Background: an optimization exercise with open tools, aiming at a short achievable clock period and few clock cycles. Do not read the settings as production practice.
RTL that was checked went through simulation tests only; none was proved equivalent to the original.
No activity file was given, so power comes from the tool's default toggle rates.

==> indigo: inputs <==
## vericlash_cpu
module vericlash_cpu (
    input  wire        clk,
    input  wire        rst,
    output wire [9:0]  imem_addr,
    input  wire [31:0] imem_rdata,
    output wire [9:0]  dmem_addr,
    output wire [31:0] dmem_wdata,
    output wire        dmem_we,
    input  wire [31:0] dmem_rdata,
    output wire        halted
);
    localparam OP_HLT = 4'h0, OP_MOV = 4'h1, OP_MVI = 4'h2, OP_LOD = 4'h3,
               OP_STR = 4'h4, OP_ADD = 4'h5, OP_SUB = 4'h6, OP_MUL = 4'h7,
               OP_AND = 4'h8, OP_ORR = 4'h9, OP_NOT = 4'ha, OP_LES = 4'hb,
               OP_GTR = 4'hc, OP_JEZ = 4'hd, OP_JNZ = 4'he, OP_JMP = 4'hf;
    localparam N1 = 122;
    reg  [9:0]   pc;             
    reg          hlt_seen;       
    reg          d_valid;
    reg  [31:0]  d_ir;
    reg  [9:0]   d_pcp1;
    reg          d_pred;         
    reg          e_valid;
    reg  [3:0]   e_op;
    reg  [3:0]   e_rd;
    reg          e_wr, e_late, e_mul, e_lod, e_br;
    reg  [15:0]  e_imm;
    reg  [9:0]   e_pcp1;
    reg  [31:0]  e_a, e_b, e_d;      
    reg  [31:0]  e_ma, e_mb;         
    reg  [9:0]   e_addr;             
    reg          e_we;               
    reg          m_valid, m_wr, m_mul;
    reg  [3:0]   m_rd;
    reg  [31:0]  em_res;
    reg  [N1-1:0] m_mp;
    reg          w_valid, w_wr;
    reg  [3:0]   w_rd;
    reg  [31:0]  mw_res;
    reg  [511:0] regs;           
    reg  [15:0]  zf;             
  ...
==> flow/config.mk <==
export PLATFORM = sky130hd
export DESIGN_NAME = vericlash_cpu
export DESIGN_NICKNAME = vericlash_cpu
export VERILOG_FILES = /design/flow/design.v
export SDC_FILE = /design/flow/constraint.sdc
export NUM_CORES = 4
export LEC_CHECK = 0
export ABC_CLOCK_PERIOD_IN_PS = 2500
export CAP_MARGIN = 20
export CORE_MARGIN = 2
export CORE_UTILIZATION = 40
export PLACE_DENSITY = 0.6
export SLEW_MARGIN = 20
==> flow/constraint.sdc <==
create_clock -name core_clock -period 12.0 [get_ports {clk}]
set_input_delay 2.4000 -clock core_clock [delete_from_list [all_inputs] [get_ports {clk}]]
set_output_delay 2.4000 -clock core_clock [all_outputs]
set_load 0.01 [all_outputs]
standard.sh (not shown) runs the stock make flow with config.mk's settings and CLKGATE_MAP_FILE= SYNTH_SCRIPT=/design/flow/synth_recipe.tcl, a recipe that flattens the netlist after the stock synthesis.
==> flow/flow/run.sh <==
#!/bin/bash
set -euo pipefail
cd "$(dirname "$0")/.."
MARGIN=${MARGIN:-9}
bash standard.sh synth > synth.log 2>&1
bash standard.sh SETUP_SLACK_MARGIN=$MARGIN finish > layout.log 2>&1
==> violet: changes against indigo <==
--- a/flow/design.v
+++ b/flow/design.v
@@ -99,20 +99,15 @@
     wire d_br_known = x_hitE ? e_fz_ok : x_hitM ? ~m_mul : 1'b1;
     wire d_zero     = x_hitE ? e_fz : x_hitM ? em_zero : x_hitW ? w_zero : zf[d_rd];
     wire d_taken    = (d_op == OP_JEZ) ? d_zero : ~d_zero;
     reg d_fz, d_fz_ok;
     always @(*) begin
-        d_fz_ok = d_valid & ~(d_uses_a & (a_hitE | (a_hitM & m_mul)))
-                          & ~(d_uses_b & (b_hitE | (b_hitM & m_mul)));
+        d_fz_ok = d_valid & ~a_hitE & ~a_hitM & ~a_hitW & ~b_hitE & ~b_hitM & ~b_hitW;
         case (d_op)
-            OP_MOV: d_fz = (d_a1 == 32'd0);
-            OP_MVI: d_fz = (d_ir[15:0] == 16'd0);
-            OP_ADD: d_fz = ((d_a1 ^ d_b1) == {d_a1[30:0] | d_b1[30:0], 1'b0});
-            OP_SUB: d_fz = (d_a1 == d_b1);
-            OP_AND: d_fz = ((d_a1 & d_b1) == 32'd0);
-            OP_ORR: d_fz = ((d_a1 | d_b1) == 32'd0);
-            OP_NOT: d_fz = (d_a1 != 32'd0);
+            OP_MVI: begin d_fz = (d_ir[15:0] == 16'd0); d_fz_ok = d_valid; end
+            OP_ADD: d_fz = ((rf_a ^ rf_b) == {rf_a[30:0] | rf_b[30:0], 1'b0});
+            OP_SUB: d_fz = (rf_a == rf_b);
             default: begin d_fz = 1'b0; d_fz_ok = 1'b0; end
         endcase
     end
     wire [31:0] a = e_a;
     wire [31:0] b = e_b;
Settings changed: CORE_UTILIZATION 40 to 50, CTS_CLUSTER_DIAMETER set to 120, CTS_CLUSTER_SIZE set to 20, PLACE_DENSITY 0.6 to 0.65.
==> summary.md <==
| Metric | Value |
|---|---|
| Nets | `7999` |
| Status | `timing/DRC/antenna clean` |
| Clock slew at reported path FFs | `approximately 100 ps` |
| Synth Net Count | `between 7000 and 8000` |
| Antenna diode count | `8` |
| Reg2reg setup slack | `7210 ps` |
| Share of cells above drive strength 1 | `0.292` |
| Worst-case reg-to-reg path depth | `19` |
| Met2 Resource Use GR | `0.599` |
| Register share of total power | `0.388` |
| Placed Instance Area | `between 70000 and 80000 sq um` |
| Final worst path period share | `0.399` |
# the run above: violet

==> summary.md <==
| Metric | Value |
|---|---|
| Status | `timing/DRC/antenna clean` |
| DRC viols | `0` |
| Antenna diode count | `6` |
| Register share of total power | `0.276` |
| Nets | `8450` |
| Synth Net Count | `8079` |
| Initial DRT Pass Iterations | `8` |
| Clock slew at reported path FFs | `60 ps` |
| Worst-case reg-to-reg path depth | `23` |
| Share of cells above drive strength 1 | `0.317` |
| Met2 Resource Use GR | `0.530` |
# the run above: indigo

No run of this note included a check of the RTL's function; only the layout flow was run.

==> inputs of job 9986 <==
Another version of the RTL of vericlash_cpu (not shown whole).
export LEC_CHECK = 0
export ABC_CLOCK_PERIOD_IN_PS = 2500
export CAP_MARGIN = 20
export CORE_MARGIN = 2
export CORE_UTILIZATION = 40
export PLACE_DENSITY = 0.6
export SLEW_MARGIN = 20
create_clock -name core_clock -period 12.0 [get_ports {clk}]
Scripts as last shown in full above: flow/flow/run.sh
==> job 5207: changes against job 9986 <==
--- a/flow/design.v
+++ b/flow/design.v
@@ -15,42 +15,46 @@
                OP_GTR = 4'hc, OP_JEZ = 4'hd, OP_JNZ = 4'he, OP_JMP = 4'hf;
     localparam N1 = 338;
     reg  [9:0]   pc;             
     reg          hlt_seen;       
     reg          d_valid;
     reg  [31:0]  d_ir;
     reg  [9:0]   d_pcp1;
+    reg          d_pred;         
     reg          e_valid;
     reg  [3:0]   e_op;
     reg  [3:0]   e_rd;
     reg          e_wr, e_late, e_mul, e_lod, e_str, e_hlt, e_br;
     reg  [15:0]  e_imm;
     reg  [9:0]   e_pcp1;
-    reg  [31:0]  e_a, e_b, e_d;
-    reg          e_fa_em, e_fa_mw, e_fb_em, e_fb_mw, e_fd_em, e_fd_mw;
+    reg  [31:0]  e_a, e_b, e_d;      
+    reg  [31:0]  e_ma, e_mb;         
+    reg  [9:0]   e_aa;               
     reg          m_valid, m_wr, m_mul, m_lod;
     reg  [3:0]   m_rd;
     reg  [31:0]  em_res;
     reg  [9:0]   m_addr;
     reg  [31:0]  m_wdata;
     reg          m_we;
     reg  [N1-1:0] m_mp;
     reg          w_valid, w_wr, w_mul;
     reg  [3:0]   w_rd;
     reg  [31:0]  mw_res;
     reg  [31:0]  w_ms, w_mc;
     reg  [511:0] regs;           
     reg  [15:0]  zf;             
     reg          halted_q;
+    reg  [31:0]  result;          
     reg          e_fz, e_fz_ok;   
     wire [31:0] mul_final = w_ms + w_mc;
     wire [31:0] w_value   = w_mul ? mul_final : mw_res;
     wire        w_we      = w_valid & w_wr;
     wire        mw_zero   = (mw_res == 32'd0);
-    wire        w_zero    = (w_value == 32'd0);
+    wire        mul_zero  = ((w_ms ^ w_mc) == {w_ms[30:0] | w_mc[30:0], 1'b0});
+    wire        w_zero    = w_mul ? mul_zero : mw_zero;
     wire [3:0]  d_op = d_ir[31:28];
     wire [3:0]  d_rd = d_ir[27:24];
     wire [3:0]  d_ra = d_ir[23:20];
     wire [3:0]  d_rb = d_ir[19:16];
     reg d_uses_a, d_uses_b, d_uses_d, d_wr;
     always @(*) begin
         d_uses_a = 1'b0; d_uses_b = 1'b0; d_uses_d = 1'b0; d_wr = 1'b0;
@@ -81,27 +85,43 @@
     wire a_stall = a_hitE ? e_late : (a_hitM & m_mul);
     wire b_stall = b_hitE ? e_late : (b_hitM & m_mul);
     wire x_stall = x_hitE ? e_late : (x_hitM & m_mul);
     wire stall = d_valid & ((d_uses_a & a_stall) | (d_uses_b & b_stall) | (d_uses_d & x_stall));
     wire [31:0] rf_a = regs[d_ra*32 +: 32];
     wire [31:0] rf_b = regs[d_rb*32 +: 32];
     wire [31:0] rf_d = regs[d_rd*32 +: 32];
-    wire [31:0] d_a = a_hitW ? w_value : rf_a;
-    wire [31:0] d_b = b_hitW ? w_value : rf_b;
-    wire [31:0] d_d = x_hitW ? w_value : rf_d;
+    wire [31:0] m_value = m_lod ? dmem_rdata : em_res;
+    wire [31:0] d_a0 = a_hitM ? m_value : a_hitW ? w_value : rf_a;
+    wire [31:0] d_b0 = b_hitM ? m_value : b_hitW ? w_value : rf_b;
+    wire [31:0] d_d0 = x_hitM ? m_value : x_hitW ? w_value : rf_d;
+    wire [31:0] d_a  = a_hitE ? result : d_a0;
+    wire [31:0] d_b  = b_hitE ? result : d_b0;
+    wire [31:0] d_d  = x_hitE ? result : d_d0;
     wire em_zero    = (em_res == 32'd0);
-    wire d_br_known = x_hitE ? e_fz_ok : x_hitM ? ~m_lod : x_hitW ? ~w_mul : 1'b1;
-    wire d_zero     = x_hitE ? e_fz : x_hitM ? em_zero : x_hitW ? mw_zero : zf[d_rd];
+    wire d_br_known = x_hitE ? e_fz_ok : x_hitM ? ~(m_lod | m_mul) : 1'b1;
+    wire d_zero     = x_hitE ? e_fz : x_hitM ? em_zero : x_hitW ? w_zero : zf[d_rd];
     wire d_taken    = (d_op == OP_JEZ) ? d_zero : ~d_zero;
-    wire d_pred     = (d_op == OP_JNZ);
-    wire [31:0] a = e_fa_em ? em_res : e_fa_mw ? mw_res : e_a;
-    wire [31:0] b = e_fb_em ? em_res : e_fb_mw ? mw_res : e_b;
-    wire [31:0] d = e_fd_em ? em_res : e_fd_mw ? mw_res : e_d;
+    reg d_fz, d_fz_ok;
+    always @(*) begin
+        d_fz_ok = d_valid & ~(d_uses_a & a_hitE) & ~(d_uses_b & b_hitE);
+        case (d_op)
+            OP_MOV: d_fz = (d_a0 == 32'd0);
+            OP_MVI: d_fz = (d_ir[15:0] == 16'd0);
+            OP_ADD: d_fz = ((d_a0 ^ d_b0) == {d_a0[30:0] | d_b0[30:0], 1'b0});
+            OP_SUB: d_fz = (d_a0 == d_b0);
+            OP_AND: d_fz = ((d_a0 & d_b0) == 32'd0);
+            OP_ORR: d_fz = ((d_a0 | d_b0) == 32'd0);
+            OP_NOT: d_fz = (d_a0 != 32'd0);
+            default: begin d_fz = 1'b0; d_fz_ok = 1'b0; end
+        endcase
+    end
+    wire [31:0] a = e_a;
+    wire [31:0] b = e_b;
+    wire [31:0] d = e_d;
     wire [31:0] imm = {{16{e_imm[15]}}, e_imm};
-    reg [31:0] result;
     always @(*) begin
         case (e_op)
             OP_MOV: result = a;
             OP_MVI: result = imm;
             OP_ADD: result = a + b;
             OP_SUB: result = a - b;
             OP_AND: result = a & b;
@@ -123,25 +143,35 @@
             OP_ORR: e_fz = ((a | b) == 32'd0);
             OP_NOT: e_fz = (a != 32'd0);
             default: begin e_fz = 1'b0; e_fz_ok = 1'b0; end
         endcase
     end
     wire e_zero  = (d == 32'd0);
     wire e_taken = (e_op == OP_JEZ) ? e_zero : ~e_zero;
-    wire e_pred  = (e_op == OP_JNZ);
+    reg  e_pred;
     wire e_redirect = e_valid & e_br & (e_taken != e_pred);
     wire [9:0] e_target = e_taken ? e_imm[9:0] : e_pcp1;
     wire d_redirect = d_valid & d_br & d_br_known & (d_taken != d_pred) & ~e_redirect;
     wire [9:0] d_target = d_taken ? d_ir[9:0] : d_pcp1;
     wire [N1-1:0] mp1;
-    mul_st1 u_mul1 (.a(a), .b(b), .o(mp1));
+    mul_st1 u_mul1 (.a(e_ma), .b(e_mb), .o(mp1));
     wire [31:0] ms2, mc2;
     mul_st2 u_mul2 (.p(m_mp), .s(ms2), .c(mc2));
     wire d_hold = stall | (d_valid & d_hlt) | hlt_seen;
-    wire f_take = imem_rdata[31] & imem_rdata[30] & imem_rdata[29];   
+    wire [3:0] f_op = imem_rdata[31:28];
+    wire [3:0] f_rd = imem_rdata[27:24];
+    wire f_pD = d_valid & d_wr & (d_rd == f_rd);
+    wire f_pE = e_valid & e_wr & (e_rd == f_rd);
+    wire f_pM = m_valid & m_wr & (m_rd == f_rd);
+    wire f_pW = w_we & (w_rd == f_rd);
+    wire f_known = f_pD ? d_fz_ok : f_pE ? e_fz_ok : f_pM ? ~(m_lod | m_mul) : 1'b1;
+    wire f_zero  = f_pD ? d_fz : f_pE ? e_fz : f_pM ? em_zero : f_pW ? w_zero : zf[f_rd];
+    wire f_jnz_t = f_known ? ~f_zero : 1'b1;
+    wire f_jez_t = f_known ? f_zero : 1'b0;
+    wire f_take  = (f_op == OP_JMP) | ((f_op == OP_JNZ) & f_jnz_t) | ((f_op == OP_JEZ) & f_jez_t);
     wire [9:0] pc_p1 = pc + 10'd1;
     always @(posedge clk) begin
         if (rst)
             pc <= 10'd0;
         else if (e_redirect)
             pc <= e_target;
         else if (d_redirect)
@@ -160,14 +190,15 @@
                 d_valid <= ~((d_valid & d_hlt) | hlt_seen);
             if (d_valid & d_hlt & ~e_redirect)
                 hlt_seen <= 1'b1;
         end
         if (!stall) begin
             d_ir   <= imem_rdata;
             d_pcp1 <= pc_p1;
+            d_pred <= f_take;
         end
     end
     always @(posedge clk) begin
         if (rst)
             e_valid <= 1'b0;
         else
             e_valid <= d_valid & ~stall & ~e_redirect;
@@ -178,38 +209,39 @@
         e_mul  <= d_mul;
         e_lod  <= d_lod;
         e_str  <= (d_op == OP_STR);
         e_hlt  <= d_hlt;
         e_br   <= d_br & ~d_br_known;
         e_imm  <= d_ir[15:0];
         e_pcp1 <= d_pcp1;
+        e_pred <= d_pred;
         e_a    <= d_a;
         e_b    <= d_b;
         e_d    <= d_d;
-        e_fa_em <= a_hitE;
-        e_fa_mw <= ~a_hitE & a_hitM;
-        e_fb_em <= b_hitE;
-        e_fb_mw <= ~b_hitE & b_hitM;
-        e_fd_em <= x_hitE;
-        e_fd_mw <= ~x_hitE & x_hitM;
+        if (d_mul) begin
+            e_ma <= d_a;
+            e_mb <= d_b;
+        end
+        if (d_lod | (d_op == OP_STR))
+            e_aa <= d_a[9:0];
     end
     always @(posedge clk) begin
         if (rst) begin
             m_valid <= 1'b0;
             m_we    <= 1'b0;
         end else begin
             m_valid <= e_valid;
             m_we    <= e_valid & e_str;
         end
         m_wr    <= e_wr;
         m_mul   <= e_mul;
         m_lod   <= e_lod;
         m_rd    <= e_rd;
         em_res  <= result;
-        m_addr  <= a[9:0] + e_imm[9:0];
+        m_addr  <= e_aa + e_imm[9:0];
         m_wdata <= d;
         m_mp    <= mp1;
     end
     always @(posedge clk) begin
         if (rst)
             w_valid <= 1'b0;
         else
==> qor summary <==
Outcome: job 9986 finished clean; job 5207 finished clean
Final-layout clock-cell area share: job 9986 5.22%; job 5207 5.27%
Filler cells: job 9986 15000; job 5207 16900
Met2 track demand over resource: job 9986 48.3%; job 5207 46.6%
Number of global-route vias before repair: job 9986 58600; job 5207 62200
Fraction of area in registers: job 9986 27.8%; job 5207 29.0%
Total met2 wirelength after detailed routing: job 9986 130000 um; job 5207 135000 um
Plain + repair buffers: job 9986 753; job 5207 629
Logic pwr share: job 9986 8.5%; job 5207 28.6%
Internal reg-to-reg setup slack: job 9986 7.91 ns; job 5207 6.60 ns
Weighted congestion at the end of routability-driven global placement: job 9986 0.968; job 5207 1.01
Number of enable-type register cells in the synthesized netlist: job 9986 42; job 5207 117
Area grow syn2layout: job 9986 30.4%; job 5207 25.1%
M3 GR Usage: job 9986 8.15%; job 5207 6.64%
Testbench counts of job 5207, summed over its fixed seeds: cycles 17,906.
Only the layout flow was run in job 9986; the RTL was not checked for function there.

[port drivers added, routing unchanged]
The results above use ideal ports. As a check the final layouts listed here were re-extracted and re-timed, cells and wires unchanged. Step 1 (the two cells are an assumption about what drives the block):
set clk [get_ports {clk}]
set_driving_cell -lib_cell sky130_fd_sc_hd__clkbuf_16 $clk
set_driving_cell -lib_cell sky130_fd_sc_hd__buf_2 [delete_from_list [all_inputs] $clk]
Step 2 times the ports against the registers' clock, not the clock port: input delays grow and output delays shrink by t, the midpoint of the rising clock arrivals with the driver on. Slacks: ideal / step 1 / step 2; pairs: ideal / step 1.
run	t (ns)	setup WS [ns]	worst register clock-pin slew, ns
indigo	0.848	6.680 / 6.680 / 6.051	0.07 / 0.07
violet	0.814	7.212 / 7.212 / 6.611	0.10 / 0.10
job 9986	0.889	7.910 / 7.910 / 7.629	0.07 / 0.07
job 5207	0.899	6.534 / 6.566 / 5.666	0.07 / 0.07
After both steps every run listed still meets setup and hold. The setup slack of job 5207, which loses most, moves by +0.032 ns with the drivers and by -0.868 ns with both steps.
